From an optimization exercise on the open Yosys and OpenROAD flow, aimed at small area, a short achievable clock period and few clock cycles per item; shortcuts taken in it are not production practice. At most, simulation tests tie the RTL to the original design; equivalence was not proved. The RTL of run 5 was laid out without a check of its function. Power is estimated from default activity; no workload was simulated.

**config.mk**
```make
export PLATFORM = sky130hd
export DESIGN_NAME = adler32
export DESIGN_NICKNAME = adler32
export VERILOG_FILES = /design/flow/design.v
export SDC_FILE = /design/flow/constraint.sdc
export NUM_CORES = 4
export LEC_CHECK = 0
export CAP_MARGIN = 20
export CORE_MARGIN = 2
export CORE_UTILIZATION = 40
export CTS_BUF_LIST = sky130_fd_sc_hd__clkbuf_4 sky130_fd_sc_hd__clkbuf_8
export SETUP_SLACK_MARGIN = 4.8
export SLEW_MARGIN = 20
```
**constraint.sdc**
```tcl
create_clock -name core_clock -period 7.5 [get_ports {clock}]
set_input_delay 1.5000 -clock core_clock [delete_from_list [all_inputs] [get_ports {clock}]]
set_output_delay 1.5000 -clock core_clock [all_outputs]
set_load 0.01 [all_outputs]
```
**design.v**
```verilog
module adler32(
    input clock,
    input rst_n,
    input size_valid,
    input [31:0] size,
    input data_start,
    input [7:0] data,
    output checksum_valid,
    output [31:0] checksum
);
    reg  [7:0]  d_q;       
    reg         ds_q;      
    reg         fa;        
    reg  [31:0] held;      
    reg         held_ok;   
    reg  [31:0] cnt;       
    reg         active;    
    reg         f2;        
    reg  [15:0] A, B;
    reg         vld;
    wire f1 = active & (cnt == 32'd1);    
    wire [15:0] a_in = fa ? 16'd0 : A;
    wire [8:0]  sl = a_in[7:0] + d_q + fa;
    wire [7:0]  ah1 = a_in[15:8] + 8'd1;
    wire        hff = &a_in[15:8];
    wire        hfe = (a_in[15:8] == 8'hFE);
    wire        lge = &sl[7:4] & |sl[3:0];                   
    wire        ga = sl[8] ? (hff | (hfe & lge)) : (hff & lge);   
    wire [7:0]  la = sl[7:0] + 8'd15;
    wire [15:0] a_nx = ga ? {8'd0, la} : {sl[8] ? ah1 : a_in[15:8], sl[7:0]};
    wire [16:0] xb = B + A;
    wire        nz = |xb[3:0];
    wire        gb = xb[16] | (&xb[15:4] & nz);
    wire [15:0] yb = {xb[15:4] + {11'd0, nz}, xb[3:0] - 4'd1};
    wire [15:0] b_nx = gb ? yb : xb[15:0];
    always @(posedge clock) begin
        d_q  <= f1 ? 8'd0 : data;
        ds_q <= data_start & rst_n;
        fa   <= ds_q;
        if (size_valid)
            held <= size;
        if (!rst_n) begin
            held_ok <= 1'b0;
            active  <= 1'b0;
            f2      <= 1'b0;
            vld     <= 1'b0;
        end else begin
            if (size_valid)
                held_ok <= 1'b1;
            if (ds_q)
                active <= held_ok;
            else if (f1)
                active <= 1'b0;
            f2  <= f1;
            vld <= f2;
        end
        cnt <= ds_q ? held : cnt - 32'd1;
        A <= a_nx;
        B <= fa ? 16'd0 : b_nx;
    end
    assign checksum_valid = vld;
    assign checksum = {B, A};
endmodule
```
**flow/run.sh**
```bash
#!/bin/bash
# Standard layout with plain buffers on the ports; synthesis is the standard
# one except that ABC maps the logic with the script in flow/abc.script.
set -o pipefail
export BUFFER_PORTS_ARGS="-buffer_cell sky130_fd_sc_hd__buf_2"
W=$PWD
cp flow/abc.script $W/abc_custom.script
{
  echo "proc abc {args} {"
  echo "  set i [lsearch -exact \$args -script]"
  echo "  if {\$i >= 0} { lset args [expr {\$i + 1}] $W/abc_custom.script }"
  echo "  yosys abc {*}\$args"
  echo "}"
  cat synth_recipe.tcl
} > $W/custom_synth.tcl
sed "s#SYNTH_SCRIPT=[^ ]*#SYNTH_SCRIPT=$W/custom_synth.tcl#" standard.sh > $W/custom_standard.sh
bash $W/custom_standard.sh > standard.log 2>&1
```
**flow/abc.script**
```
strash
&get -n
&fraig -x
&put
scorr
dc2
strash
&get -n
&dch -f
&nf
&put
topo
stime -c
buffer -c
upsize -c
dnsize -c
```
**standard.sh**
```bash
#!/bin/bash
# synth_recipe.tcl (not shown) runs the flow's synth.tcl, then flattens the netlist and writes it again
# the make line also repeats each setting of config.mk as NAME=value (left out here)
make -C /OpenROAD-flow-scripts/flow DESIGN_CONFIG=/design/flow/config.mk WORK_HOME=/design/flow/orfs CLKGATE_MAP_FILE= SYNTH_SCRIPT=/design/flow/synth_recipe.tcl "${@:-finish}"
```
==> results.txt, run 1 <==
Area after DPL=0.00600 mm^2; status=complete, no violations; CTS Buf Count=9; Starting Density=40.7%; Post-synth EDFFs=32; layout cells sized above 1=34.0%; initial antenna violation count=0; vias in the first global route=3998; largest net degree at the start of global routing=58; Pre-Repair DR Iteration Count=7; worst min path class=flip-flop to flip-flop; met2 routed WL=5240 um; fin crit share=48.7%; Avg Inst Size Synth=9.87 um^2; DR vias/cell=4.79; DR top layer=met4; via count=3996; Setup Total Neg Slack=0 ps; reg-to-reg setup timing slack=3850 ps; ys flop type=dfxtp_1; Post-Syn Area=0.00535 mm^2; diodes inserted=0; die area=0.0143 mm^2; clk slew on worst S/H paths=110 ps; area occupied by registers=0.00254 mm^2; Syn Nets=621; routability cong.=0.813; M1 WL=5000 um; IO Count=77; grt ovf=0; die height=120 um; area of the multi-input gates=0.00304 mm^2; FMAX=0.274 GHz; final setup fails=0; DR iter-0 viols=189; startpoint types=flip-flop; Worst Setup End Kind=flip-flop; leakage power=0.00278 uW; Die X=120 um; fin area=0.00681 mm^2; synth unique cells=57; TritonCTS clock tree=yes; ANT nets after route=0; final hold vios=0; Layout area overhead=27.2%; max-cap viol count=0; CP Max Fanout=5; most frequent CP cell=o21ai_2; Nets=733; worst skew pair latency=390 ps; Fill cells=1193; cts hold-fix bufs=0; most common cell after layout, fill and taps aside=buf_2; routed wl met3=435 um; Max H-tree Level=3; crit path kind=flip-flop to flip-flop; slowest stage delay, CP=380 ps; Slew Viols, Final=0; GR Util All Layers=16.1%; RSZ-0062 raised after global routing=yes; Core ar.=0.0131 mm^2; Port Buffers=76; VDD IR max=156 uV; worst slew pin tran=920 ps; pwr dens=379 mW/mm^2; post-route minimum period=3650 ps; CTS sink cnt=110; DRC violations left=0; first-pass GRT wire length=18400 um; Worst path slowest cell=dfxtp_4; WL final=10900 um; Critical Path AT=3960 ps; register area share after synthesis=47.1%; number of synthesis warnings=1; Clock Skew=11.6 ps; row cnt=42; hold slack=443 ps; Clock Path Buffers=2; most frequent cells in the layout=buf_2, dfxtp_1, nand2_1; CTS Root Cell=clkbuf_8; Post-synth ARST share=0%; Routed WL per cell=13.1 um; Critical Path RT=7810 ps; Seq cells post-synth=110; Mapped Cells=542; Relative slew margins=38.7%; CP cell instances=ha_4, inv_2, fa_2, and2b_1, o21ai_2, a21oi_2, o21ai_2, a21boi_2, o21ai_2, a21boi_2, o21ai_2, a21boi_2, o21ai_2, a21boi_2, o21ai_2, nand2b_4, xnor2_4, nor2_4, a31oi_4, buf_4, nor3b_4, a21oi_1, nor3_1; Detail Placement HPWL=7650 um
==> area by class of cell <==
type	count	share of cell area [%]
sequential	110	37.3
multi-input combinational	388	44.7
clock inverter	7	1.14
tap	176	3.24
clock buffer	9	1.82
timing repair buffer	112	9.94
inverter	33	1.93
==> layer usage <==
layer  vias to the layer above  GRT usage, %
met5                         -             0
met4                         0          6.84
met3                        18          3.18
met2                        75          26.5
met1                      1815          20.6
li1                       2088             -
==> cell families (layout without fill, tap and decap cells) <==
group / Yosys count / count (layout) / synth area share [%]
buffers and inverters: 45 / 161 / 3.44
multiplexers: 5 / 5 / 1.01
AND/OR/NAND/NOR: 194 / 194 / 18.6
flip-flops: 110 / 110 / 47.1
AO/OA/AOI/OAI: 101 / 102 / 12.7
XOR/XNOR: 52 / 52 / 8.51
adder cells (fa/ha/maj): 35 / 35 / 8.61
==> worst paths after layout <==
kind	startpoint	endpoint	cells after the start
max	A[0]$_DFF_P_	B[10]$_SDFF_PP0_	23
min	f2$_SDFF_PN0_	vld$_SDFF_PN0_	1
max reg2reg	A[0]$_DFF_P_	B[10]$_SDFF_PP0_	23
min reg2reg	f2$_SDFF_PN0_	vld$_SDFF_PN0_	1
==> synth_stat cells, drive strengths merged (11+ instances only) <==
cell | count | area share, %
a21oi | 30 | 3.4
o21ai | 37 | 3.8
nand2b | 14 | 1.7
xnor2 | 44 | 7.2
nor4 | 11 | 1.7
ha | 32 | 7.5
nor2b | 22 | 2.6
inv | 32 | 2.4
nor2 | 51 | 3.7
edfxtp | 32 | 18
dfxtp | 78 | 29
nand2 | 44 | 3.1
nor3 | 22 | 2.2
==> flip-flops by register name (all words and copies together) (netlist names) <==
register	flops
A	16
B	16
active	1
cnt	32
d_q	8
ds_q	1
f2	1
fa	1
held	32
held_ok	1
vld	1
==> critical path: cells and delay by family, from the launching register on <==
family | cells | cell delay (ps)
xor gates and xnor gates | 1 | 90
and+or+nand+nor | 5 | 840
AOI/OAI and AO/OA | 13 | 1610
buffers and inverters | 2 | 210
DFF | 1 | 380
adders and majority gates | 2 | 460
==> power breakdown <==
group	switching [uW]	internal [uW]	total [uW]	leakage [uW]
combinational	721	615	1340	0.00171
clock	214	159	373	0.000103
sequential	122	747	869	0.000967
==> through the flow <==
| stage | instances | total power, uW | util, % | worst slack, ps |
|---|---|---|---|---|
| 3_5_place_dp | 782 | 1990 | 45.7 | 3540 |
| 3_3_place_gp | 782 | 1950 | 45.7 | 3670 |
| 5_1_grt | 835 | 2800 | 51.8 | 3620 |
| 2_1_floorplan | 542 | 1720 | - | 4140 |
| 6_report | 835 | 2580 | 51.8 | 3850 |
| 4_1_cts | 822 | 2510 | 49.8 | 3840 |
==> what timing repair did <==
item                                    in CTS  in global routing
endpoints found under the setup margin      39                 36
pin swaps                                   40                 28
gates resized for setup                     33                 37
hold endpoints to repair                     0                  0
gates cloned                                 1                  0
buffers inserted                            23                 13
Testbench counts, summed over its fixed seeds: cycles 572,122, bytes 568,898.
==> run 2, diff against run 1 <==
==> flow/abc.script (replaced) <==
strash
dch -f
amap
topo
stime -c
buffer -c
upsize -c
dnsize -c
==> run 2 against run 1 <==
Net effect:
- setup slack better by 300 ps
- clock skew up 4.2 ps
- sequential share of layout area down 6.4 points
- sequential power down 2.8%
- clock power down 4%
- critical endpoint is now B[2]$_SDFF_PP0_
- still clean on timing, DRC and antenna
- largest cell class unchanged
- global-route usage up 4.0 points
- sequential cell count unchanged
==> results.txt, run 2 <==
status=complete, no violations; Yosys top cell by area=dfxtp_1; Nets=904 (+23%); RSZ-0062 raised after global routing=yes; WL final=16200 um (+49%); fin crit share=44.7% (-4.0 points); first-pass GRT wire length=23400 um (+27%); row cnt=43 (+2.4%); Critical Path RT=7810 ps (about the same); Relative slew margins=50.8% (+12 points); ys flop type=dfxtp_1; Slew Viols, Final=0 (unchanged); Worst path slowest cell=or3_4; Final Instance Count excl. Fillers=1010 (+21%); leakage power=0.00358 uW (+29%); Clock Skew=15.8 ps (+4.17 ps); DRC violations left=0 (unchanged); max-cap viol count=0 (unchanged); DR iter-0 viols=237 (+25%); CTS sink cnt=110 (unchanged); TritonCTS clock tree=yes; vias in the first global route=5178 (+30%); cts hold-fix bufs=0 (unchanged); CP cell instances=ha_4, inv_2, fa_2, inv_2, a311oi_4, o21a_1, nor3_1, nor2_1, nor2_1, a21oi_2, or2_4, or3_4, nor4b_4, a221oi_2, buf_6, buf_4, a221oi_2; GR Util All Layers=20.1% (+4.0 points); routability cong.=0.880 (+8.2%); worst min path class=flip-flop to flip-flop; Post-Syn Area=0.00556 mm^2 (+4.0%); Clock Path Buffers=2 (unchanged); worst skew pair latency=410 ps (+20 ps); Regs by FF count=cnt (32), held (32); Worst Setup End Kind=flip-flop; most common cell after layout, fill and taps aside=buf_2; final hold vios=0 (unchanged); Mapped Cells=628 (+16%); clk slew on worst S/H paths=120 ps (about the same); VDD IR max=179 uV (+15%); placed insts=874 (+12%); synth unique cells=51 (-11%); die area=0.0149 mm^2 (+3.8%); die height=122 um (+1.9%); pwr dens=338 mW/mm^2 (-11%); CP Max Fanout=7 (+2); Critical Path AT=3660 ps (-300 ps); Pre-Repair DR Iteration Count=4 (-3); Post-synth ARST share=0% (unchanged); Synth top area share=28.1% (-1.1 points); number of synthesis warnings=1 (unchanged); FMAX=0.299 GHz (+9.0%); slowest stage delay, CP=390 ps (about the same); initial antenna violation count=0 (unchanged); Die X=122 um (+1.9%); Layout area overhead=48.1%; most frequent cell after synthesis=dfxtp_1; Avg Inst Size Synth=8.86 um^2 (-10%); Post-synth EDFFs=32 (unchanged); layout cells sized above 1=43.6% (+9.6 points); Seq cells post-synth=110 (unchanged); startpoint types=flip-flop; CTS Buf Count=9 (unchanged); Port Buffers=76 (unchanged); largest net degree at the start of global routing=49 (-16%); DR vias/cell=5.26 (+10%); Syn Nets=707 (+14%); ANT nets after route=0 (unchanged); grt ovf=0 (unchanged); via count=5315 (+33%); Area after DPL=0.00628 mm^2 (+4.6%); diodes inserted=0 (unchanged); crit path kind=flip-flop to flip-flop; Commonest cells post-synth=dfxtp_1, inv_1, nor2_1, nand2_1, a21oi_1; Routed WL per cell=16.1 um (+23%); worst slew pin tran=733 ps (-187 ps); Detail Placement HPWL=9010 um (+18%); ranking of synthesized cells by area=dfxtp_1, edfxtp_1, ha_1; register area share after synthesis=45.3% (-1.8 points); post-route minimum period=3350 ps (-301 ps); most frequent cells in the layout=buf_2, dfxtp_1, inv_1; Core ar.=0.0137 mm^2 (+4.4%); Fill cells=1138 (-4.6%); IO Count=77 (unchanged); Setup Total Neg Slack=0 ps (unchanged); final setup fails=0 (unchanged); Starting Density=40.5% (-0.18 points); Max H-tree Level=3 (unchanged); CTS Root Cell=clkbuf_8; fin area=0.00824 mm^2 (+21%)
run 2: cell families after synthesis:
family | Yosys count | share of synthesized area, %
compound gates | 168 | 19.7
xor+xnor | 1 | 0.157
fa+ha+maj | 35 | 8.28
simple gates | 220 | 20.2
flops | 110 | 45.3
buf+inv | 94 | 6.41
run 2: metal layers:
layer / part of all wire (%) / global-route usage (%)
met5: 0 / 0
met4: 3.7 / 9.63
met3: 4.4 / 5.15
met2: 53 / 35.9
met1: 39 / 22.1
run 2: repair_timing:
item,in CTS,in global routing
pin swaps,21,32
setup endpoints to repair,44,51
gates resized for setup,64,135
cloned,2,0
buffers inserted,94,24
run 2: critical path, delay by kind of cell, from the launching register on:
family	cells	cell delay (ps)
simple gates	6	1220
compound gates	5	760
flops	1	370
buf+inv	4	450
fa+ha+maj	2	480
run 2: final cells by class:
cell class                 instances  area [um^2]  share of cell area, %
multi-input combinational        424         3360                   40.8
sequential                       110         2540                   30.9
timing repair buffer             197         1580                   19.1
inverter                          82          328                   3.98
tap                              180          225                   2.73
clock buffer                      11          139                   1.69
clock inverter                     5         48.8                  0.592
timing repair inverter             1         16.3                  0.197
run 2: per-stage QoR:
stage | hold slack, ps | setup slack (ps) | power, uW | util [%]
after detailed placement | 433 | 3970 | 1900 | 45.8
final | 451 | 4150 | 2780 | 60.0
after global routing | 478 | 4010 | 2980 | 60.0
after global placement | 432 | 4100 | 1870 | 45.8
after CTS | 456 | 4200 | 2480 | 54.8
after floorplan | 339 | 4380 | 1630 | -
run 2: worst paths after layout:
check / from / endpoint / slack, ps / depth (start not counted)
setup / recovery: B[0]$_SDFF_PP0_ / B[2]$_SDFF_PP0_ / 4150 / 17
hold / removal: held[5]$_DFFE_PP_ / cnt[5]$_DFF_P_ / 450 / 1
setup reg to reg: B[0]$_SDFF_PP0_ / B[2]$_SDFF_PP0_ / 4150 / 17
hold reg to reg: held[5]$_DFFE_PP_ / cnt[5]$_DFF_P_ / 450 / 1
run 2: where the power goes:
group          internal [uW]  switching [uW]  leakage, uW  total, uW
sequential               736             109     0.000967        845
combinational            715             865      0.00252       1580
clock                    136             223    0.0000992        359
==> run 3, diff against run 2 <==
==> flow/run.sh (replaced) <==
#!/bin/bash
# Standard layout, with two changes to how it is made:
#  - plain buffers (buf_2) on the ports;
#  - the full and half adder cells are added to the don't-use list, so that
#    synthesis maps adders to plain gates (faster after timing repair).
set -o pipefail
export BUFFER_PORTS_ARGS="-buffer_cell sky130_fd_sc_hd__buf_2"
BASE=$(make -s -C "$FLOW_HOME" DESIGN_CONFIG="$PWD/config.mk" WORK_HOME="$PWD/orfs" print-DONT_USE_CELLS 2>/dev/null | sed -n 's/^DONT_USE_CELLS: //p')
DU="$BASE sky130_fd_sc_hd__fa_1 sky130_fd_sc_hd__fa_2 sky130_fd_sc_hd__fa_4 sky130_fd_sc_hd__ha_1 sky130_fd_sc_hd__ha_2 sky130_fd_sc_hd__ha_4"
bash standard.sh "DONT_USE_CELLS=$DU" finish > standard.log 2>&1
--- a/config.mk
+++ b/config.mk
@@ -5,9 +5,10 @@
 export SDC_FILE = /design/flow/constraint.sdc
 export NUM_CORES = 4
 export LEC_CHECK = 0
+export ABC_AREA = 1
 export CAP_MARGIN = 20
 export CORE_MARGIN = 2
-export CORE_UTILIZATION = 40
+export CORE_UTILIZATION = 50
 export CTS_BUF_LIST = sky130_fd_sc_hd__clkbuf_4 sky130_fd_sc_hd__clkbuf_8
 export SETUP_SLACK_MARGIN = 4.8
 export SLEW_MARGIN = 20
removed: flow/abc.script
==> run 3 against run 2 <==
Net effect:
- still clean on timing, DRC and antenna
- critical path depth decreased by 16
- final cell count increased by 17%
- worst hold slack improved by 5.5 ps
- via count increased by 15%
- synthesized cell count increased by 48%
==> results.txt, run 3 <==
r2r startpoint=A[5]$_DFF_P_; CTS Root Cell=clkbuf_8; via count=6117 (+15%); Post-Syn Area=0.00625 mm^2 (+12%); Critical Path AT=1070 ps (-2590 ps); R2R depth=17 (unchanged); worst skew pair latency=370 ps (-40 ps); Final Instance Count excl. Fillers=1186 (+17%); HP Start=f2$_SDFF_PN0_; Worst Setup End Kind=output port; fin area=0.00705 mm^2 (-14%); reg-to-reg setup timing slack=5000 ps (+850 ps); IO Count=77 (unchanged); Setup Total Neg Slack=0 ps (unchanged); Post-synth ARST share=0% (unchanged); Regs by FF count=cnt (32), held (32); largest net degree at the start of global routing=54 (+10%); FMAX=0.389 GHz (+30%); top cell family by delay on the critical path=flip-flops; DR vias/cell=5.16 (-2.0%); CP cell instances=buf_2; die height=116 um (-5.0%); Fill cells=1184 (+4.0%); Mapped Cells=932 (+48%); Hold Path End=vld$_SDFF_PN0_; Clock Path Buffers=2 (unchanged); worst slew pin tran=813 ps (+79.6 ps); Relative slew margins=45.7% (-5.0 points); area of the multi-input gates=0.00321 mm^2 (-4.4%); Clock Skew=11.5 ps (-4.22 ps); fin crit share=34.3% (-10 points); GR Util All Layers=24.4% (+4.3 points); Nets=1057 (+17%); WL final=15700 um (-3.2%); Routed WL per cell=13.3 um (-18%); Post-synth EDFFs=32 (unchanged); Area after DPL=0.00678 mm^2 (+8.0%); r2r endpoint=B[8]$_SDFF_PP0_; crit path kind=flip-flop to output port; Critical Path RT=6000 ps (-1810 ps); vias in the first global route=5694 (+10%); diodes inserted=0 (unchanged); clk slew on worst S/H paths=100 ps (-20 ps); first-pass GRT wire length=25800 um (+11%); Starting Density=51.6% (+11 points); layout cells sized above 1=16.6% (-27 points); CP Max Fanout=6 (-1); max-cap viol count=0 (unchanged); Max H-tree Level=3 (unchanged); Port Buffers=76 (unchanged); final hold vios=0 (unchanged); RSZ-0062 raised after global routing=no; Yosys top cell by area=dfxtp_1; number of synthesis warnings=1 (unchanged); DRC violations left=0 (unchanged); synth unique cells=40 (-22%); TritonCTS clock tree=yes; Seq cells post-synth=110 (unchanged); Detail Placement HPWL=12500 um (+39%); cts hold-fix bufs=0 (unchanged); status=complete, no violations; CTS Buf Count=9 (unchanged); Avg Inst Size Synth=6.71 um^2 (-24%); VDD IR max=163 uV (-9.0%); post-route minimum period=2570 ps (-778 ps); worst min path class=flip-flop to flip-flop; placed insts=1164 (+33%); initial antenna violation count=0 (unchanged); Die X=116 um (-5.0%); Synth top area share=25.0% (-3.1 points); most frequent cells in the layout=nand2_1, nor2_1, inv_1; die area=0.0134 mm^2 (-9.7%); worst path bufs/invs=1 (-3); Pre-Repair DR Iteration Count=5 (+1); ys flop type=dfxtp_1; Syn Nets=976 (+38%); Worst Hold Depth=2 (+1); Commonest cells post-synth=nand2_1, nor2_1, inv_1, dfxtp_1, nand3_1; slowest stage delay, CP=520 ps (+130 ps); Worst path slowest cell=dfxtp_1; pwr dens=384 mW/mm^2 (+14%); row cnt=40 (-7.0%); register area share after synthesis=40.3% (-5.0 points); startpoint types=flip-flop; CTS sink cnt=110 (unchanged); routability cong.=0.967 (+9.9%); grt ovf=0 (unchanged); most common cell after layout, fill and taps aside=nand2_1; Layout area overhead=12.8%; area occupied by registers=0.00253 mm^2 (-0.59%); ranking of synthesized cells by area=dfxtp_1, nand2_1, edfxtp_1; Slew Viols, Final=0 (unchanged); most frequent cell after synthesis=nand2_1; Core ar.=0.0121 mm^2 (-12%); ANT nets after route=0 (unchanged); final setup fails=0 (unchanged); leakage power=0.00351 uW (-2.1%); DR iter-0 viols=385 (+62%)
==> run 3: changes by cell type after synthesis, sizes merged, moves of 16 or more <==
cell,delta
a21oi,-17
a31oi,+23
ha,-32
inv,+49
nand2,+217
nand3,+71
nor2,+105
nor2b,-20
o21ai,-17
o22ai,-16
==> run 3: area by class of cell <==
class                      instances  share of cell area, %
tap                              168                   2.98
multi-input combinational        680                   45.6
clock inverter                     3                  0.284
timing repair buffer              82                   6.21
inverter                         130                   6.95
clock buffer                      13                   2.18
sequential                       110                   35.8
==> run 3: stage by stage <==
stage               worst slack [ps]  hold WS, ps  total power, uW  util (%)
finish                          4930          456             2710      58.2
global route                    4800          479             2970      58.2
global placement                4510          441             2340      56.0
detailed placement              4420          452             2370      56.0
CTS                             4830          469             2710      57.5
floorplan                       5460          390             1990         -
==> run 3: routing by layer <==
layer | GRT usage (%) | part of all wire (%) | vias to the layer above
li1 | - | - | 3136
met1 | 29.1 | 42 | 2766
met2 | 43.7 | 50 | 167
met3 | 3.29 | 4.6 | 48
met4 | 11.1 | 3.9 | 0
met5 | 0 | 0 | -
==> run 3: power by group <==
part | leakage, uW | internal, uW | switching [uW]
Combinational | 0.00245 | 505 | 1010
Clock | 0.0000960 | 137 | 193
Sequential | 0.000966 | 733 | 131
Total | 0.00351 | 1380 | 1340
==> run 3: kinds of logic (layout without fill, tap and decap cells) <==
kind of cell	count (synthesis)	count (layout)	synth area share, %
DFF	110	110	40.3
AOI/OAI and AO/OA	97	97	9.04
xor gates and xnor gates	16	16	2.24
and+or+nand+nor	567	567	39.5
buffers and inverters	142	228	8.84
==> run 3: worst max path at each step <==
| stage | from | to | slack (ps) | depth (start not counted) |
|---|---|---|---|---|
| 2_1_floorplan | A[1]$_DFF_P_ | B[8]$_SDFF_PP0_ | 5460 | 15 |
| 3_3_place_gp | fa$_DFF_P_ | A[2]$_DFF_P_ | 4510 | 15 |
| 3_5_place_dp | fa$_DFF_P_ | A[10]$_SDFF_PP0_ | 4420 | 14 |
| 4_1_cts | A[8]$_SDFF_PP0_ | B[0]$_SDFF_PP0_ | 4830 | 16 |
| 5_1_grt | cnt[2]$_DFF_P_ | cnt[28]$_DFF_P_ | 4800 | 13 |
| 6_report | A[2]$_DFF_P_ | checksum[2] | 4930 | 1 |
==> run 3: repair_timing <==
item,CTS,global route
endpoints found under the setup margin,19,33
setup buffers,0,6
resized for setup,4,8
cloned,0,0
pin swaps,0,2
==> run 4, diff against run 3 <==
--- a/config.mk
+++ b/config.mk
@@ -10,5 +10,5 @@
 export CORE_MARGIN = 2
 export CORE_UTILIZATION = 50
 export CTS_BUF_LIST = sky130_fd_sc_hd__clkbuf_4 sky130_fd_sc_hd__clkbuf_8
-export SETUP_SLACK_MARGIN = 4.8
+export SETUP_SLACK_MARGIN = 5
 export SLEW_MARGIN = 20
==> run 4 against run 3 <==
Net effect:
- still clean on timing, DRC and antenna
- combinational power increased by 7%
- critical path depth unchanged
- global-route usage increased by 0.18 points
- setup slack improved by 120 ps
- routed wire length increased by 2.4%
- clock power about the same
- core utilization increased by 2.0 points
- cell area increased by 3.4%
- maximum frequency increased by 5.0%
- synthesized cell count unchanged
- non-clock buffer count increased by 4
- largest cell class unchanged
- highest routed layer unchanged
==> results.txt, run 4 <==
via count=6118 (+0.016%); crit path kind=flip-flop to output port; largest net degree at the start of global routing=54 (unchanged); Worst path slowest cell=dfxtp_2; worst skew pair latency=370 ps (about the same); top cell family by delay on the critical path=flip-flops; R2R depth=17 (unchanged); register area share after synthesis=40.3% (unchanged); Critical Path RT=6000 ps (about the same); Setup WS pre-CTS=4420 ps (unchanged); Post-Syn Area=0.00625 mm^2 (unchanged); simple-gate share of the synthesized area=39.5% (unchanged); Core ar.=0.0121 mm^2 (unchanged); area of the multi-input gates=0.00336 mm^2 (+4.7%); RSZ-0062 raised after global routing=no; initial antenna violation count=0 (unchanged); worst setup path start=A[14]$_SDFF_PP0_; Hold Path End=vld$_SDFF_PN0_; Die X=116 um (unchanged); startpoint types=flip-flop; Slew Viols, Final=0 (unchanged); Relative slew margins=45.3% (-0.47 points); final setup fails=0 (unchanged); reg-to-reg setup timing slack=5140 ps (+140 ps); pwr dens=390 mW/mm^2 (+1.5%); CP Max Fanout=6 (unchanged); post-route minimum period=2450 ps (-123 ps); Post-synth ARST share=0% (unchanged); Syn Nets=976 (unchanged); Yosys top cell by area=dfxtp_1; vias in the first global route=5709 (+0.26%); Detail Placement HPWL=12500 um (unchanged); Seq cells post-synth=110 (unchanged); final hold vios=0 (unchanged); ANT nets after route=0 (unchanged); slowest stage delay, CP=420 ps (-100 ps); adder-cell share of the synthesized area=0% (unchanged); Starting Density=51.6% (unchanged); Worst Setup End Kind=output port; ranking of synthesized cells by area=dfxtp_1, nand2_1, edfxtp_1; worst slew pin tran=820 ps (+7.00 ps); synth unique cells=40 (unchanged); Synth Area in XOR/XNOR=2.24% (unchanged); CTS sink cnt=110 (unchanged); row cnt=40 (unchanged); clk slew on worst S/H paths=100 ps (about the same); Port Buffers=76 (unchanged); Mapped Cells=932 (unchanged); GR Util All Layers=24.6% (+0.18 points); fin crit share=32.6% (-1.6 points); number of synthesis warnings=1 (unchanged); DR vias/cell=5.14 (-0.32%); combinational family with the most area after synthesis=simple AND/OR/NAND/NOR gates; Critical Path AT=950 ps (-120 ps); worst path bufs/invs=1 (unchanged); Nets=1061 (+0.38%); die height=116 um (unchanged); Pre-Repair DR Iteration Count=5 (unchanged); VDD IR max=164 uV (+0.68%); die area=0.0134 mm^2 (unchanged); ys flop type=dfxtp_1; first-pass GRT wire length=26000 um (+0.56%); Max H-tree Level=3 (unchanged); Fill cells=1167 (-1.4%); final worst setup slack=5050 ps (+123 ps); final total power=2840 uW (+4.9%); status=complete, no violations; r2r endpoint=B[0]$_SDFF_PP0_; Layout area overhead=16.6%; multiplexer share of the synthesized area=0% (unchanged); Util after Layout=60.2% (+2.0 points); TritonCTS clock tree=yes; grt ovf=0 (unchanged); Clock Skew=11.7 ps (+0.195 ps); layout cells sized above 1=22.1% (+5.5 points); max-cap viol count=0 (unchanged); worst min path class=flip-flop to flip-flop; area occupied by registers=0.00256 mm^2 (+1.5%); Routed WL per cell=13.5 um (+2.0%); DR iter-0 viols=321 (-17%); Regs by FF count=cnt (32), held (32); Setup Total Neg Slack=0 ps (unchanged); Worst Hold Depth=2 (unchanged); Avg Inst Size Synth=6.71 um^2 (unchanged); WL final=16100 um (+2.4%); CP cell instances=buf_2; most frequent cells in the layout=nand2_1, nor2_1, inv_1; Synth Area in Compound Gates=9.04% (unchanged); r2r startpoint=A[5]$_DFF_P_; diodes inserted=0 (unchanged); CTS Root Cell=clkbuf_8; IO Count=77 (unchanged); DRC violations left=0 (unchanged); FMAX=0.408 GHz (+5.0%); Clock Path Buffers=2 (unchanged); Commonest cells post-synth=nand2_1, nor2_1, inv_1, dfxtp_1, nand3_1; Post-synth EDFFs=32 (unchanged); leakage power=0.00356 uW (+1.4%); Synth top area share=25.0% (unchanged); CTS Buf Count=9 (unchanged); HP Start=f2$_SDFF_PN0_; most frequent cell after synthesis=nand2_1; routability cong.=0.967 (unchanged); most common cell after layout, fill and taps aside=nand2_1; cts hold-fix bufs=0 (unchanged)
-- run 4: cell counts after synthesis --
No cell type changed its count.
-- run 4: what timing repair did --
item / in CTS / in global routing
pin swaps: 2 / 4
endpoints found under the setup margin: 42 / 44
buffers inserted: 5 / 5
resized for setup: 18 / 64
-- run 4: cells by family after synthesis --
logic type / after synthesis
simple gates: 567
buf+inv: 142
flops: 110
compound gates: 97
xor+xnor: 16
-- run 4: layout make-up --
| cell class | instances | share of cell area (%) |
|---|---|---|
| Sequential cell | 110 | 35.2 |
| Inverter | 130 | 6.85 |
| Multi-Input combinational cell | 680 | 46.1 |
| Clock buffer | 13 | 2.11 |
| Tap cell | 168 | 2.88 |
| Clock inverter | 3 | 0.274 |
| Timing Repair Buffer | 86 | 6.59 |
-- run 4: layer usage --
layer / GRT usage (%) / part of all wire (%) / vias up
met4: 11.4 / 3.3 / 0
met3: 3.24 / 4.6 / 34
li1: - / - / 3143
met5: 0 / 0 / -
met2: 44.1 / 51 / 185
met1: 29.2 / 41 / 2756
-- run 4: how the worst max path moves through the flow --
stage | cells after the start | slack, ps | to
2_1_floorplan | 15 | 5460 | B[8]$_SDFF_PP0_
3_3_place_gp | 15 | 4510 | A[2]$_DFF_P_
3_5_place_dp | 14 | 4420 | A[10]$_SDFF_PP0_
4_1_cts | 1 | 5000 | checksum[7]
5_1_grt | 17 | 4970 | B[13]$_SDFF_PP0_
6_report | 1 | 5050 | checksum[14]
-- run 4: power by group --
group | total (uW) | leakage (uW) | internal (uW) | switching (uW)
registers | 889 | 0.000971 | 749 | 140
clock network | 330 | 0.0000960 | 137 | 193
logic | 1620 | 0.00249 | 550 | 1070
total | 2840 | 0.00356 | 1440 | 1410
-- run 4: through the flow --
stage                     hold WS (ps)  area, um^2  cells
after CTS                          469        7060   1185
after global routing               479        7290   1190
final                              461        7290   1190
after global placement             441        6780   1164
after floorplan                    390        6250    932
after detailed placement           452        6780   1164
==> run 5, diff against run 4 <==
--- a/design.v
+++ b/design.v
@@ -18,7 +18,25 @@
     reg         f2;        
     reg  [15:0] A, B;
     reg         vld;
-    wire f1 = active & (cnt == 32'd1);    
+    wire [31:0] cnt_nx;
+    wire [7:0]  zb;        
+    wire [7:0]  wz;        
+    assign wz[0] = 1'b1;
+    assign wz[1] = zb[0];
+    assign wz[2] = &zb[1:0];
+    assign wz[3] = &zb[2:0];
+    assign wz[4] = &zb[3:0];
+    assign wz[5] = wz[4] & zb[4];
+    assign wz[6] = wz[4] & (&zb[5:4]);
+    assign wz[7] = wz[4] & (&zb[6:4]);
+    genvar k;
+    generate
+        for (k = 0; k < 8; k = k + 1) begin : cb
+            cnt_blk u_b(.c(cnt[4*k+3:4*k]), .h(held[4*k+3:4*k]), .ld(ds_q),
+                        .w(wz[k]), .n(cnt_nx[4*k+3:4*k]), .z(zb[k]));
+        end
+    endgenerate
+    wire f1 = active & (cnt == 32'd1);
     wire [15:0] a_in = fa ? 16'd0 : A;
     wire [8:0]  sl = a_in[7:0] + d_q + fa;
     wire [7:0]  ah1 = a_in[15:8] + 8'd1;
@@ -54,10 +72,22 @@
             f2  <= f1;
             vld <= f2;
         end
-        cnt <= ds_q ? held : cnt - 32'd1;
+        cnt <= cnt_nx;
         A <= a_nx;
         B <= fa ? 16'd0 : b_nx;
     end
     assign checksum_valid = vld;
     assign checksum = {B, A};
 endmodule
+module cnt_blk(
+    input  [3:0] c,
+    input  [3:0] h,
+    input        ld,
+    input        w,
+    output [3:0] n,
+    output       z
+);
+    wire [3:0] t = {w & ~|c[2:0], w & ~|c[1:0], w & ~c[0], w};
+    assign n = ld ? h : c ^ t;
+    assign z = ~|c;
+endmodule
==> run 5 against run 4 <==
Net effect:
- sequential power down 3.3%
- critical path depth is the same
- setup slack better by 4.1 ps
- combinational power about the same
- first-iteration DRC count grew 41%
- via count fell by 4.3%
- clock-buffer cell count decreased by 1
==> results.txt, run 5 <==
status=complete, no violations; final hold vios=0 (unchanged); Syn Nets=933 (-4.4%); max-cap viol count=0 (unchanged); Nets=1026 (-3.3%); DRC violations left=0 (unchanged); Worst Setup End Kind=output port; CP Max Fanout=5 (-1); multiplexer share of the synthesized area=0% (unchanged); Layout area overhead=17.9%; register area share after synthesis=41.8% (+1.4 points); area occupied by registers=0.00255 mm^2 (-0.54%); most frequent cells in the layout=nand2_1, nor2_1, inv_1; ys flop type=dfxtp_1; vias in the first global route=5265 (-7.8%); via count=5855 (-4.3%); Post-synth ARST share=0% (unchanged); Post-Syn Area=0.00604 mm^2 (-3.4%); initial antenna violation count=0 (unchanged); Seq cells post-synth=110 (unchanged); worst setup path start=A[2]$_DFF_P_; Area after DPL=0.00656 mm^2 (-3.2%); Clock Path Buffers=2 (unchanged); slowest stage delay, CP=420 ps (about the same); TritonCTS clock tree=yes; final setup fails=0 (unchanged); row cnt=40 (unchanged); DR iter-0 viols=453 (+41%); fin area=0.00712 mm^2 (-2.3%); Core ar.=0.0119 mm^2 (-1.7%); Post-synth EDFFs=32 (unchanged); FMAX=0.409 GHz (+0.17%); cts hold-fix bufs=0 (unchanged); Critical Path AT=940 ps (about the same); most frequent cell after synthesis=nand2_1; area of the multi-input gates=0.00315 mm^2 (-6.4%); leakage power=0.00362 uW (+1.8%); Avg Inst Size Synth=6.79 um^2 (+1.2%); Critical Path RT=6000 ps (about the same); Pre-Repair DR Iteration Count=5 (unchanged); WL final=14900 um (-7.6%); Worst path slowest cell=dfxtp_2; r2r startpoint=fa$_DFF_P_; Mapped Cells=889 (-4.6%); synth unique cells=41 (+2.5%); Stages on worst setup path=1 (unchanged); most common cell after layout, fill and taps aside=nand2_1; top cell family by delay on the critical path=flip-flops; fin crit share=32.6% (-0.055 points); Synth Area in Compound Gates=8.27% (-0.78 points); Port Buffers=76 (unchanged); worst min path class=flip-flop to flip-flop; Max H-tree Level=3 (unchanged); die height=114 um (-1.7%); Commonest cells post-synth=nand2_1, nor2_1, inv_1, dfxtp_1, nand3_1; simple-gate share of the synthesized area=38.7% (-0.83 points); reg-to-reg setup timing slack=5100 ps (-40 ps); r2r endpoint=A[7]$_DFF_P_; worst slew pin tran=690 ps (-130 ps); CTS sink cnt=110 (unchanged); adder-cell share of the synthesized area=0% (unchanged); DR vias/cell=5.16 (+0.43%); Clock Skew=9.66 ps (-2.07 ps); CTS Buf Count=9 (unchanged); die area=0.0130 mm^2 (-3.3%); combinational family with the most area after synthesis=simple AND/OR/NAND/NOR gates; Routed WL per cell=13.1 um (-3.1%); R2R depth=17 (unchanged); Relative slew margins=54.0% (+8.7 points); ANT nets after route=0 (unchanged); worst path bufs/invs=1 (unchanged); crit path kind=flip-flop to output port; Starting Density=50.7% (-0.94 points); IO Count=77 (unchanged); Synth top area share=25.9% (+0.89 points); Synth Area in XOR/XNOR=2.32% (+0.080 points); hold slack=423 ps (-37.9 ps); number of synthesis warnings=1 (unchanged); diodes inserted=0 (unchanged); Detail Placement HPWL=11200 um (-11%); clk slew on worst S/H paths=100 ps (about the same); CTS Root Cell=clkbuf_8; CP cell instances=buf_2; startpoint types=flip-flop; Setup Total Neg Slack=0 ps (unchanged); pwr dens=396 mW/mm^2 (+1.7%); layout cells sized above 1=22.3% (+0.18 points); post-route minimum period=2440 ps (-4.13 ps); crit path to=checksum[2]; RSZ-0062 raised after global routing=yes; Slew Viols, Final=0 (unchanged); ranking of synthesized cells by area=dfxtp_1, nand2_1, edfxtp_1; Die X=114 um (-1.7%); Yosys top cell by area=dfxtp_1; VDD IR max=163 uV (-0.42%); worst skew pair latency=360 ps (about the same); largest net degree at the start of global routing=62 (+15%); Fill cells=1132 (-3.0%); Regs by FF count=cnt (32), held (32); HP Start=f2$_SDFF_PN0_; routability cong.=1.01 (+4.6%); first-pass GRT wire length=24000 um (-7.5%); grt ovf=0 (unchanged); GR Util All Layers=23.1% (-1.5 points)
[run 5: cell types whose count changed in the layout (fill, tap and decap cells not counted), moves of 5 or more]
cell	previous run	this run
nor2_2	13	20
nor2_4	15	7
nand2_2	35	30
nor2_1	147	129
dfxtp_2	19	14
o21ai_0	26	12
or2_2	1	8
buf_4	8	14
nand3_1	71	57
dfxtp_1	54	61
[run 5: cell families (layout without fill, tap and decap cells)]
group / count (synthesis) / count (layout)
and+or+nand+nor: 540 / 541
xor gates and xnor gates: 16 / 16
AOI/OAI and AO/OA: 84 / 84
buffers and inverters: 139 / 236
DFF: 110 / 110
[run 5: what timing repair did]
action                                  4_1_cts  5_1_grt
resized for setup                            15       66
pin swaps                                     0       13
endpoints found under the hold margin         0        0
setup buffers                                 1       12
endpoints found under the setup margin       41       41
gates cloned                                  0        2
[run 5: worst min-delay path: stages (launching register included)]
cell and delay, ps:
dfxtp_1 310, nand2_1 50, inv_1 30
[run 5: per-stage QoR]
step	utilization, %	std cells	setup WS, ps	total power (uW)
after detailed placement	55.1	1103	4830	2280
after floorplan	-	889	5440	1920
final	59.8	1134	5060	2820
after CTS	57.1	1120	4990	2660
after global routing	59.8	1134	4930	3070
after global placement	55.1	1103	4960	2260
[run 5: cell type report]
| cell class | instances | area share, % |
|---|---|---|
| sequential | 110 | 35.8 |
| inverter | 127 | 6.87 |
| tap | 147 | 2.58 |
| timing repair buffer | 93 | 7.73 |
| clock inverter | 4 | 0.667 |
| multi-input combinational | 641 | 44.2 |
| clock buffer | 12 | 2.14 |
[run 5: where the power goes]
| part | internal [uW] | switching [uW] | leakage [uW] | total [uW] |
|---|---|---|---|---|
| Combinational | 554 | 1050 | 0.00255 | 1600 |
| Clock | 170 | 192 | 0.000105 | 362 |
| Sequential | 742 | 118 | 0.000970 | 860 |
[run 5: worst min path at each step]
stage / to / cells past startpoint
after floorplan: vld$_SDFF_PN0_ / 2
after global placement: vld$_SDFF_PN0_ / 2
after detailed placement: vld$_SDFF_PN0_ / 2
after CTS: vld$_SDFF_PN0_ / 2
after global routing: fa$_DFF_P_ / 0
final: vld$_SDFF_PN0_ / 2
[run 5: layer usage]
| metal | part of all wire (%) | up-vias | GRT usage (%) |
|---|---|---|---|
| met1 | 43 | 2643 | 28.7 |
| met2 | 50 | 171 | 40.9 |
| met3 | 4.5 | 33 | 2.92 |
| met4 | 2.9 | 0 | 8.86 |
| met5 | 0 | - | 0 |
| li1 | - | 3008 | - |
==> run 6, diff against run 5 <==
--- a/design.v
+++ b/design.v
@@ -36,7 +36,7 @@
                         .w(wz[k]), .n(cnt_nx[4*k+3:4*k]), .z(zb[k]));
         end
     endgenerate
-    wire f1 = active & (cnt == 32'd1);
+    wire f1 = active & cnt[0] & ~|cnt[3:1] & (&zb[7:1]);    
     wire [15:0] a_in = fa ? 16'd0 : A;
     wire [8:0]  sl = a_in[7:0] + d_q + fa;
     wire [7:0]  ah1 = a_in[15:8] + 8'd1;
==> run 6 against run 5 <==
Net effect:
- non-clock buffer count down 5
- core utilization down 0.73 points
- area after synthesis up 2.3%
- synthesized cell count up 2.5%
- total power down 2.8%
- largest cell class unchanged
- largest power group unchanged
- highest routed layer unchanged
==> results.txt, run 6 <==
grt ovf=0 (unchanged); cts hold-fix bufs=0 (unchanged); die area=0.0133 mm^2 (+2.3%); most frequent cell after synthesis=nand2_1; HP Start=f2$_SDFF_PN0_; met3 global-route usage=5.11% (+2.2 points); Avg Inst Size Synth=6.78 um^2 (-0.13%); worst skew pair latency=390 ps (+30 ps); row cnt=40 (unchanged); Port Buffers=76 (unchanged); fin crit share=32.8% (+0.18 points); synth unique cells=41 (unchanged); startpoint types=flip-flop; Clock Path Buffers=2 (unchanged); Util after Layout=59.1% (-0.73 points); Detail Placement HPWL=11600 um (+3.6%); Worst Hold Depth=2 (unchanged); FMAX=0.407 GHz (-0.55%); first-pass GRT wire length=24200 um (+0.52%); met1 GRT Util=26.4% (-2.3 points); VDD IR max=181 uV (+10%); Fill cells=1158 (+2.3%); met2 Usage GRT=42.2% (+1.3 points); slowest stage delay, CP=410 ps (about the same); Post-Syn Area=0.00618 mm^2 (+2.3%); Pre-Repair DR Iteration Count=5 (unchanged); Clock Skew=9.88 ps (+0.220 ps); r2r startpoint=cnt[0]$_DFF_P_; Max H-tree Level=3 (unchanged); WL final=14800 um (-0.34%); most common cell after layout, fill and taps aside=nand2_1; placed insts=1140 (+3.4%); Critical Path RT=6000 ps (about the same); Slew Viols, Final=0 (unchanged); register area share after synthesis=40.8% (-0.96 points); Synth top area share=25.3% (-0.59 points); CP cell instances=buf_2; die height=115 um (+1.1%); Post-synth ARST share=0% (unchanged); hold slack=423 ps (+0.588 ps); CTS sink cnt=110 (unchanged); Worst path slowest cell=dfxtp_1; routability cong.=0.927 (-8.4%); crit path kind=flip-flop to output port; TritonCTS clock tree=yes; Syn Nets=955 (+2.4%); Final Instance Count excl. Fillers=1167 (+2.9%); DRC violations left=0 (unchanged); Area after DPL=0.00668 mm^2 (+1.8%); CTS Root Cell=clkbuf_8; Regs by FF count=cnt (32), held (32); post-route minimum period=2460 ps (+13.6 ps); area occupied by registers=0.00257 mm^2 (+0.88%); Hold Path End=vld$_SDFF_PN0_; area of the multi-input gates=0.00315 mm^2 (+0.16%); fin area=0.00712 mm^2 (about the same); worst min path class=flip-flop to flip-flop; worst path bufs/invs=1 (unchanged); clk slew on worst S/H paths=110 ps (about the same); Relative slew margins=51.2% (-2.8 points); Starting Density=51.2% (+0.54 points); final hold vios=0 (unchanged); IO Count=77 (unchanged); Core ar.=0.0121 mm^2 (+1.3%); leakage power=0.00365 uW (+0.77%); worst slew pin tran=725 ps (+35.3 ps); vias in the first global route=5233 (-0.61%); Post-synth EDFFs=32 (unchanged); initial antenna violation count=0 (unchanged); gr busiest metal=met2; RSZ-0062 raised after global routing=yes; CTS Buf Count=9 (unchanged); Setup Total Neg Slack=0 ps (unchanged); DR iter-0 viols=265 (-42%); ranking of synthesized cells by area=dfxtp_1, nand2_1, edfxtp_1; R2R depth=17 (unchanged); top cell family by delay on the critical path=flip-flops; Critical Path AT=960 ps (+20 ps); Die X=115 um (+1.1%); number of synthesis warnings=1 (unchanged); pwr dens=385 mW/mm^2 (-2.9%); Seq cells post-synth=110 (unchanged); diodes inserted=0 (unchanged); ANT nets after route=0 (unchanged); reg-to-reg setup timing slack=5180 ps (+80 ps); layout cells sized above 1=19.5% (-2.8 points); ys flop type=dfxtp_1; Nets=1038 (+1.2%); Routed WL per cell=12.7 um (-3.2%); final setup fails=0 (unchanged); most frequent cells in the layout=nand2_1, nor2_1, inv_1; Mapped Cells=911 (+2.5%); Worst Setup End Kind=output port; max-cap viol count=0 (unchanged); status=complete, no violations; largest net degree at the start of global routing=43 (-31%); Yosys top cell by area=dfxtp_1; CP Max Fanout=3 (-2); r2r endpoint=cnt[21]$_DFF_P_; GR Util All Layers=23.2% (+0.096 points); via count=5788 (-1.1%); Layout area overhead=15.3%; DR vias/cell=4.96 (-3.9%); Commonest cells post-synth=nand2_1, nor2_1, inv_1, dfxtp_1, nand3_1
==> run 6: worst max path at each step <==
| stage | from | endpoint | slack [ps] | cells after the start |
|---|---|---|---|---|
| after floorplan | A[1]$_DFF_P_ | B[2]$_SDFF_PP0_ | 5500 | 16 |
| after global placement | fa$_DFF_P_ | A[3]$_DFF_P_ | 4500 | 15 |
| after detailed placement | fa$_DFF_P_ | A[3]$_DFF_P_ | 4420 | 15 |
| after CTS | fa$_DFF_P_ | A[3]$_DFF_P_ | 4970 | 15 |
| after global routing | fa$_DFF_P_ | A[3]$_DFF_P_ | 4980 | 14 |
| final | B[12]$_SDFF_PP0_ | checksum[28] | 5040 | 1 |
==> run 6: layout make-up <==
class	instances	area share [%]
multi-input combinational	655	44.3
clock inverter	6	1.09
inverter	130	7.08
tap	168	2.95
sequential	110	36.1
clock buffer	10	1.84
timing repair buffer	88	6.66
==> run 6: metal layers <==
| metal | routed length [um] | part of all wire (%) |
|---|---|---|
| met4 | 347 | 2.3 |
| met2 | 7470 | 50 |
| met3 | 624 | 4.2 |
| met5 | 0 | 0 |
| met1 | 6380 | 43 |
==> run 6: report_power, final <==
group	internal (uW)	leakage, uW	switching [uW]	total, uW
logic	513	0.00257	983	1500
clock network	165	0.000104	212	377
registers	745	0.000972	126	871
==> run 6: metrics by stage <==
stage	worst slack (ps)	total power [uW]
3_5_place_dp	4420	2320
5_1_grt	4980	2990
4_1_cts	4970	2720
3_3_place_gp	4500	2300
2_1_floorplan	5500	1960
6_report	5040	2740
==> run 6: cells by family (layout without fill, tap and decap cells) <==
kind of cell	after synthesis	after routing	synth area share, %
buffers and inverters	146	234	9.47
AOI/OAI and AO/OA	92	92	8.75
DFF	110	110	40.8
xor gates and xnor gates	14	14	1.98
and+or+nand+nor	549	549	39.0
==> run 6: repair_timing <==
item	4_1_cts	5_1_grt
pin swaps	1	5
buffers inserted	2	9
resized for setup	23	37
endpoints found under the hold margin	0	0
cloned	0	0
endpoints found under the setup margin	34	55
Testbench counts of run 6, summed over its fixed seeds: cycles 572,122, bytes 568,898.
==> run 7, diff against run 6 <==
--- a/config.mk
+++ b/config.mk
@@ -10,5 +10,5 @@
 export CORE_MARGIN = 2
 export CORE_UTILIZATION = 50
 export CTS_BUF_LIST = sky130_fd_sc_hd__clkbuf_4 sky130_fd_sc_hd__clkbuf_8
-export SETUP_SLACK_MARGIN = 5
+export SETUP_SLACK_MARGIN = 4.9
 export SLEW_MARGIN = 20
==> run 7 against run 6 <==
Net effect:
- clock power is essentially flat
- critical endpoint is now checksum[5]
- via count shrank 0.40%
- largest power group unchanged
- sequential share of layout area grew 0.18 points
- largest cell class unchanged
==> results.txt, run 7 <==
status=complete, no violations; post-route minimum period=2550 ps (+87.6 ps); Post-synth ARST share=0% (unchanged); ranking of synthesized cells by area=dfxtp_1, nand2_1, edfxtp_1; Critical Path AT=1050 ps (+90 ps); Final Instance Count excl. Fillers=1162 (-0.43%); WL final=14800 um (-0.43%); routability cong.=0.927 (unchanged); pwr dens=389 mW/mm^2 (+0.97%); final total power=2720 uW (-0.91%); clk slew on worst S/H paths=100 ps (about the same); Nets=1033 (-0.48%); Port Buffers=76 (unchanged); Yosys top cell by area=dfxtp_1; FMAX=0.393 GHz (-3.4%); Avg Inst Size Synth=6.78 um^2 (unchanged); Worst path slowest cell=dfxtp_1; fin crit share=33.9% (+1.2 points); row cnt=40 (unchanged); VDD IR max=181 uV (+0.47%); ANT nets after route=0 (unchanged); Relative slew margins=52.3% (+1.1 points); Core ar.=0.0121 mm^2 (unchanged); Detail Placement HPWL=11600 um (unchanged); Commonest cells post-synth=nand2_1, nor2_1, inv_1, dfxtp_1, nand3_1; most common cell after layout, fill and taps aside=nand2_1; most frequent cells in the layout=nand2_1, nor2_1, inv_1; Setup Total Neg Slack=0 ps (unchanged); vias in the first global route=5224 (-0.17%); worst skew pair latency=390 ps (about the same); top cell family by delay on the critical path=flip-flops; Mapped Cells=911 (unchanged); Seq cells post-synth=110 (unchanged); layout cells sized above 1=17.2% (-2.3 points); die height=115 um (unchanged); startpoint types=flip-flop; Clock Path Buffers=2 (unchanged); RSZ-0062 raised after global routing=yes; slowest stage delay, CP=470 ps (+60 ps); Post-Syn Area=0.00618 mm^2 (unchanged); hold slack=424 ps (+0.223 ps); via count=5765 (-0.40%); Critical Path RT=6000 ps (about the same); max-cap viol count=0 (unchanged); CP Max Fanout=5 (+2); initial antenna violation count=0 (unchanged); Util after Layout=58.0% (-1.1 points); worst path bufs/invs=1 (unchanged); Pre-Repair DR Iteration Count=5 (unchanged); met1 GRT Util=26.4% (about the same); met3 global-route usage=5.11% (unchanged); Synth top area share=25.3% (unchanged); Worst Setup End Kind=output port; DRC violations left=0 (unchanged); CTS Buf Count=9 (unchanged); most frequent cell after synthesis=nand2_1; synth unique cells=41 (unchanged); register area share after synthesis=40.8% (unchanged); number of synthesis warnings=1 (unchanged); Max H-tree Level=3 (unchanged); area of the multi-input gates=0.00311 mm^2 (-1.4%); CP cell instances=buf_2; Syn Nets=955 (unchanged); Regs by FF count=cnt (32), held (32); ys flop type=dfxtp_1; CTS Root Cell=clkbuf_8; diodes inserted=0 (unchanged); first-pass GRT wire length=24100 um (-0.11%); Clock Skew=7.82 ps (-2.06 ps); crit path kind=flip-flop to output port; placed insts=1140 (unchanged); Starting Density=51.2% (unchanged); gr busiest metal=met2; DR vias/cell=4.96 (about the same); DR iter-0 viols=260 (-1.9%); CTS sink cnt=110 (unchanged); area occupied by registers=0.00254 mm^2 (-1.4%); Post-synth EDFFs=32 (unchanged); TritonCTS clock tree=yes; grt ovf=0 (unchanged); worst min path class=flip-flop to flip-flop; die area=0.0133 mm^2 (unchanged); leakage power=0.00361 uW (-0.96%); Die X=115 um (unchanged); Slew Viols, Final=0 (unchanged); GR Util All Layers=23.2% (about the same); worst slew pin tran=709 ps (-16.8 ps); Fill cells=1177 (+1.6%); Layout area overhead=13.1%; met2 Usage GRT=42.1% (-0.078 points); final hold vios=0 (unchanged); IO Count=77 (unchanged); cts hold-fix bufs=0 (unchanged); Routed WL per cell=12.7 um (about the same); largest net degree at the start of global routing=43 (unchanged); final setup fails=0 (unchanged)
-- run 7: cell count changes in the layout (fill, tap and decap cells not counted), sizes merged --
cell / previous run / this run
clkinvlp: 2 / 1
inv: 131 / 133
clkinv: 2 / 1
buf: 87 / 82
-- run 7: worst paths after layout --
check                           slack (ps)              end            start  cells past startpoint
worst max-delay path                  4950      checksum[5]     A[5]$_DFF_P_                      1
worst min register to register         420   vld$_SDFF_PN0_    f2$_SDFF_PN0_                      2
worst max register to register        5070  B[4]$_SDFF_PP0_  B[7]$_SDFF_PP0_                     15
worst min-delay path                   420   vld$_SDFF_PN0_    f2$_SDFF_PN0_                      2
-- run 7: report_power, final --
part | total, uW | internal, uW | switching, uW
Clock | 379 | 165 | 214
Combinational | 1480 | 504 | 976
Sequential | 860 | 735 | 125
Total | 2720 | 1400 | 1310
-- run 7: cell type report --
type / instances / area share, %
tap: 168 / 3.01
clock inverter: 6 / 1.11
sequential: 110 / 36.3
inverter: 130 / 7.05
timing repair buffer: 83 / 6.19
clock buffer: 10 / 1.88
multi-input combinational: 655 / 44.5
-- run 7: per-stage QoR --
step	worst slack, ps	cell area [um^2]
floorplan	5500	6180
global placement	4500	6680
detailed placement	4420	6680
CTS	4900	6910
global route	4890	6990
finish	4950	6990
-- run 7: logic make-up (layout without fill, tap and decap cells) --
logic type / after synthesis / in the layout / share of synthesized area, %
buffers and inverters: 146 / 229 / 9.47
XOR/XNOR: 14 / 14 / 1.98
AO/OA/AOI/OAI: 92 / 92 / 8.75
AND/OR/NAND/NOR: 549 / 549 / 39.0
flip-flops: 110 / 110 / 40.8
-- run 7: tightest hold or removal path, stage by stage (launching register included) --
cell and delay (ps):
dfxtp_1 310, nand2_1 50, inv_1 30
-- run 7: repair_timing --
| action | 4_1_cts | 5_1_grt |
|---|---|---|
| pin swaps | 0 | 2 |
| endpoints found under the setup margin | 19 | 33 |
| resized for setup | 6 | 18 |
| setup buffers | 0 | 6 |
-- run 7: layer usage --
metal,vias to the layer above,part of all wire [%]
met3,24,4.6
li1,3044,-
met2,120,50
met1,2577,43
met5,-,0
met4,0,2.4
==> run 8, diff against run 7 <==
--- a/config.mk
+++ b/config.mk
@@ -8,7 +8,7 @@
 export ABC_AREA = 1
 export CAP_MARGIN = 20
 export CORE_MARGIN = 2
-export CORE_UTILIZATION = 50
+export CORE_UTILIZATION = 45
 export CTS_BUF_LIST = sky130_fd_sc_hd__clkbuf_4 sky130_fd_sc_hd__clkbuf_8
-export SETUP_SLACK_MARGIN = 4.9
+export SETUP_SLACK_MARGIN = 5
 export SLEW_MARGIN = 20
==> run 8 against run 7 <==
Net effect:
- clock skew rose by 3.1 ps
- sequential share of layout area is 0.71 points lower
- critical path depth did not move
- total power rose by 2.2%
- area after synthesis unchanged
- clock power decreased by 6.6%
- routed wire length grew 0.61%
- core utilization decreased by 3.8 points
- setup slack gained 75 ps
- first-iteration DRC count is 17% higher
- register-to-register slack better by 90 ps
- combinational power increased by 5%
- highest routed layer unchanged
==> results.txt, run 8 <==
Core ar.=0.0133 mm^2 (+11%); Commonest cells post-synth=nand2_1, nor2_1, inv_1, dfxtp_1, nand3_1; layout cells sized above 1=21.5% (+4.3 points); WL final=14800 um (+0.61%); ranking of synthesized cells by area=dfxtp_1, nand2_1, edfxtp_1; synth unique cells=41 (unchanged); Clock Path Buffers=2 (unchanged); DRC violations left=0 (unchanged); Port Buffers=76 (unchanged); M1 WL=6610 um (+3.9%); clock power share=12.7% (-1.2 points); CTS sink cnt=110 (unchanged); Critical Path RT=6000 ps (about the same); routed wl met3=764 um (+13%); die area=0.0147 mm^2 (+11%); Post-synth EDFFs=32 (unchanged); Nets=1040 (+0.68%); DR top layer=met4; status=complete, no violations; most frequent cells in the layout=nand2_1, inv_1, nor2_1; cts hold-fix bufs=0 (unchanged); post-route minimum period=2470 ps (-74.7 ps); CTS Root Cell=clkbuf_8; Starting Density=46.3% (-4.9 points); Die X=121 um (+5.2%); Gate power share=55.8% (+1.4 points); leakage power=0.00367 uW (+1.7%); die height=121 um (+5.2%); Worst Hold Depth=2 (unchanged); Critical Path AT=970 ps (-80 ps); final hold vios=0 (unchanged); Flop pwr share=31.5% (about the same); vias in the first global route=5162 (-1.2%); R2R depth=16 (+1); DR vias/cell=4.92 (-0.83%); placed insts=1148 (+0.70%); Syn Nets=955 (unchanged); top cell family by delay on the critical path=flip-flops; Util after Layout=54.1% (-3.8 points); Area after DPL=0.00669 mm^2 (+0.15%); grt ovf=0 (unchanged); worst min path class=flip-flop to flip-flop; Worst Setup End Kind=output port; startpoint types=flip-flop; most frequent cell after synthesis=nand2_1; final setup fails=0 (unchanged); IO Count=77 (unchanged); Post-synth ARST share=0% (unchanged); hold slack=423 ps (-0.256 ps); ys flop type=dfxtp_1; CTS Buf Count=9 (unchanged); diodes inserted=0 (unchanged); fin area=0.00723 mm^2 (+3.4%); largest net degree at the start of global routing=57 (+33%); Layout area overhead=16.9%; switching power=1360 uW (+3.4%); Routed WL per cell=12.6 um (-0.67%); worst skew pair latency=390 ps (about the same); Stages on worst setup path=1 (unchanged); Post-Syn Area=0.00618 mm^2 (unchanged); TritonCTS clock tree=yes; row cnt=42 (+5.0%); FMAX=0.405 GHz (+3.0%); Clock Skew=10.9 ps (+3.09 ps); GR Util All Layers=20.8% (-2.4 points); worst slew pin tran=689 ps (-19.9 ps); pwr dens=385 mW/mm^2 (-1.1%); worst path bufs/invs=1 (unchanged); internal power=1420 uW (+1.1%); routability cong.=0.923 (-0.40%); Detail Placement HPWL=11400 um (-1.8%); fin crit share=32.9% (-1.0 points); Avg Inst Size Synth=6.78 um^2 (unchanged); number of synthesis warnings=1 (unchanged); slowest stage delay, CP=420 ps (-50 ps); ANT nets after route=0 (unchanged); Pre-Repair DR Iteration Count=5 (unchanged); Mapped Cells=911 (unchanged); crit path kind=flip-flop to output port; register area share after synthesis=40.8% (unchanged); CP cell instances=buf_2; via count=5791 (+0.45%); Synth top area share=25.3% (unchanged); VDD IR max=184 uV (+1.6%); switching share of power=48.9% (+0.58 points); initial antenna violation count=0 (unchanged); max-cap viol count=0 (unchanged); met2 routed WL=7100 um (-3.6%); Worst path slowest cell=dfxtp_1; Seq cells post-synth=110 (unchanged); Regs by FF count=cnt (32), held (32); Yosys top cell by area=dfxtp_1; RSZ-0062 raised after global routing=yes; Slew Viols, Final=0 (unchanged); clk slew on worst S/H paths=110 ps (about the same); CP Max Fanout=3 (-2); most common cell after layout, fill and taps aside=nand2_1; Setup Total Neg Slack=0 ps (unchanged); Final Instance Count excl. Fillers=1177 (+1.3%); DR iter-0 viols=305 (+17%); Relative slew margins=54.1% (+1.8 points); first-pass GRT wire length=24100 um (-0.20%); Max H-tree Level=3 (unchanged)
==> run 8: cell counts after synthesis <==
Identical to the previous run, type by type.
==> run 8: area by class of cell <==
cell class / instances / area, um^2
sequential: 110 / 2570
fill: 1422 / 6120
clock inverter: 7 / 72.6
inverter: 130 / 499
timing repair buffer: 89 / 507
clock buffer: 9 / 124
tap: 176 / 220
multi-input combinational: 656 / 3230
==> run 8: stage by stage <==
stage	setup WS [ps]	power (uW)
finish	5030	2780
global route	4950	3040
CTS	4990	2680
detailed placement	4480	2310
global placement	4540	2300
floorplan	5500	1960
==> run 8: metal layers <==
metal  vias up  track usage [%]
met4         0             6.54
met5         -                0
li1       3061                -
met1      2574             24.8
met2       131             36.7
met3        25             5.12
==> run 8: worst paths after layout <==
kind	end	from	slack (ps)
max	checksum[22]	B[6]$_SDFF_PP0_	5030
min	vld$_SDFF_PN0_	f2$_SDFF_PN0_	420
max reg2reg	B[3]$_SDFF_PP0_	A[10]$_SDFF_PP0_	5160
min reg2reg	vld$_SDFF_PN0_	f2$_SDFF_PN0_	420
==> run 8: power groups by stage <==
| stage | registers [uW] | logic (uW) | clock network, uW |
|---|---|---|---|
| final | 874 | 1550 | 354 |
| after global placement | 868 | 1430 | 0 |
| after floorplan | 857 | 1110 | 0 |
| after CTS | 863 | 1450 | 368 |
| after detailed placement | 866 | 1440 | 0 |
| after global routing | 890 | 1760 | 390 |
==> run 8: logic make-up after synthesis <==
group / share of synthesized area (%)
AND/OR/NAND/NOR: 39.0
buffers and inverters: 9.47
flip-flops: 40.8
AO/OA/AOI/OAI: 8.75
XOR/XNOR: 1.98
==> run 8: timing repair <==
action                                 in CTS  in global routing
endpoints found under the hold margin       0                  0
gates cloned                                0                  1
pin swaps                                   0                  7
setup buffers                               0                 12
gates resized for setup                    23                 58
setup endpoints to repair                  36                 52

## static timing again, ports no longer ideal
No port has a modelled driver above. Below, the same layouts with a new extraction and two added sets of constraints. Step 1: set_driving_cell puts a clkbuf_16 on clock and a buf_2 on each other input, an assumption about the parent block. Step 2, shift: input delay + t, output delay - t, t = (earliest + latest rising clock arrival at the registers) / 2. This alone moves slack from input paths to output paths. a / b / c = ideal / step 1 / step 2; a / b = the first two.
run	t (ns)	setup WS [ns]	worst hold slack (ns)	latest minus earliest clock arrival (ns)	slew at the worst register clock pin (ns)
run 1	0.412	3.849 / 3.849 / 3.849	0.443 / 0.443 / 0.443	0.012 / 0.012	0.11 / 0.11
run 2	0.434	4.150 / 4.150 / 4.150	0.451 / 0.451 / 0.451	0.016 / 0.016	0.12 / 0.12
run 3	0.396	4.928 / 4.894 / 5.000	0.456 / 0.456 / 0.456	0.012 / 0.011	0.10 / 0.10
run 4	0.395	5.052 / 5.018 / 5.056	0.461 / 0.461 / 0.461	0.012 / 0.012	0.10 / 0.10
run 5	0.392	5.056 / 5.023 / 5.073	0.423 / 0.423 / 0.423	0.010 / 0.010	0.10 / 0.10
run 6	0.424	5.042 / 5.005 / 5.050	0.423 / 0.423 / 0.423	0.010 / 0.010	0.11 / 0.11
run 7	0.424	4.955 / 4.917 / 5.057	0.424 / 0.424 / 0.424	0.008 / 0.008	0.11 / 0.11
run 8	0.421	5.029 / 4.996 / 5.076	0.423 / 0.423 / 0.423	0.010 / 0.011	0.11 / 0.11
After both steps every run listed still meets setup and hold.
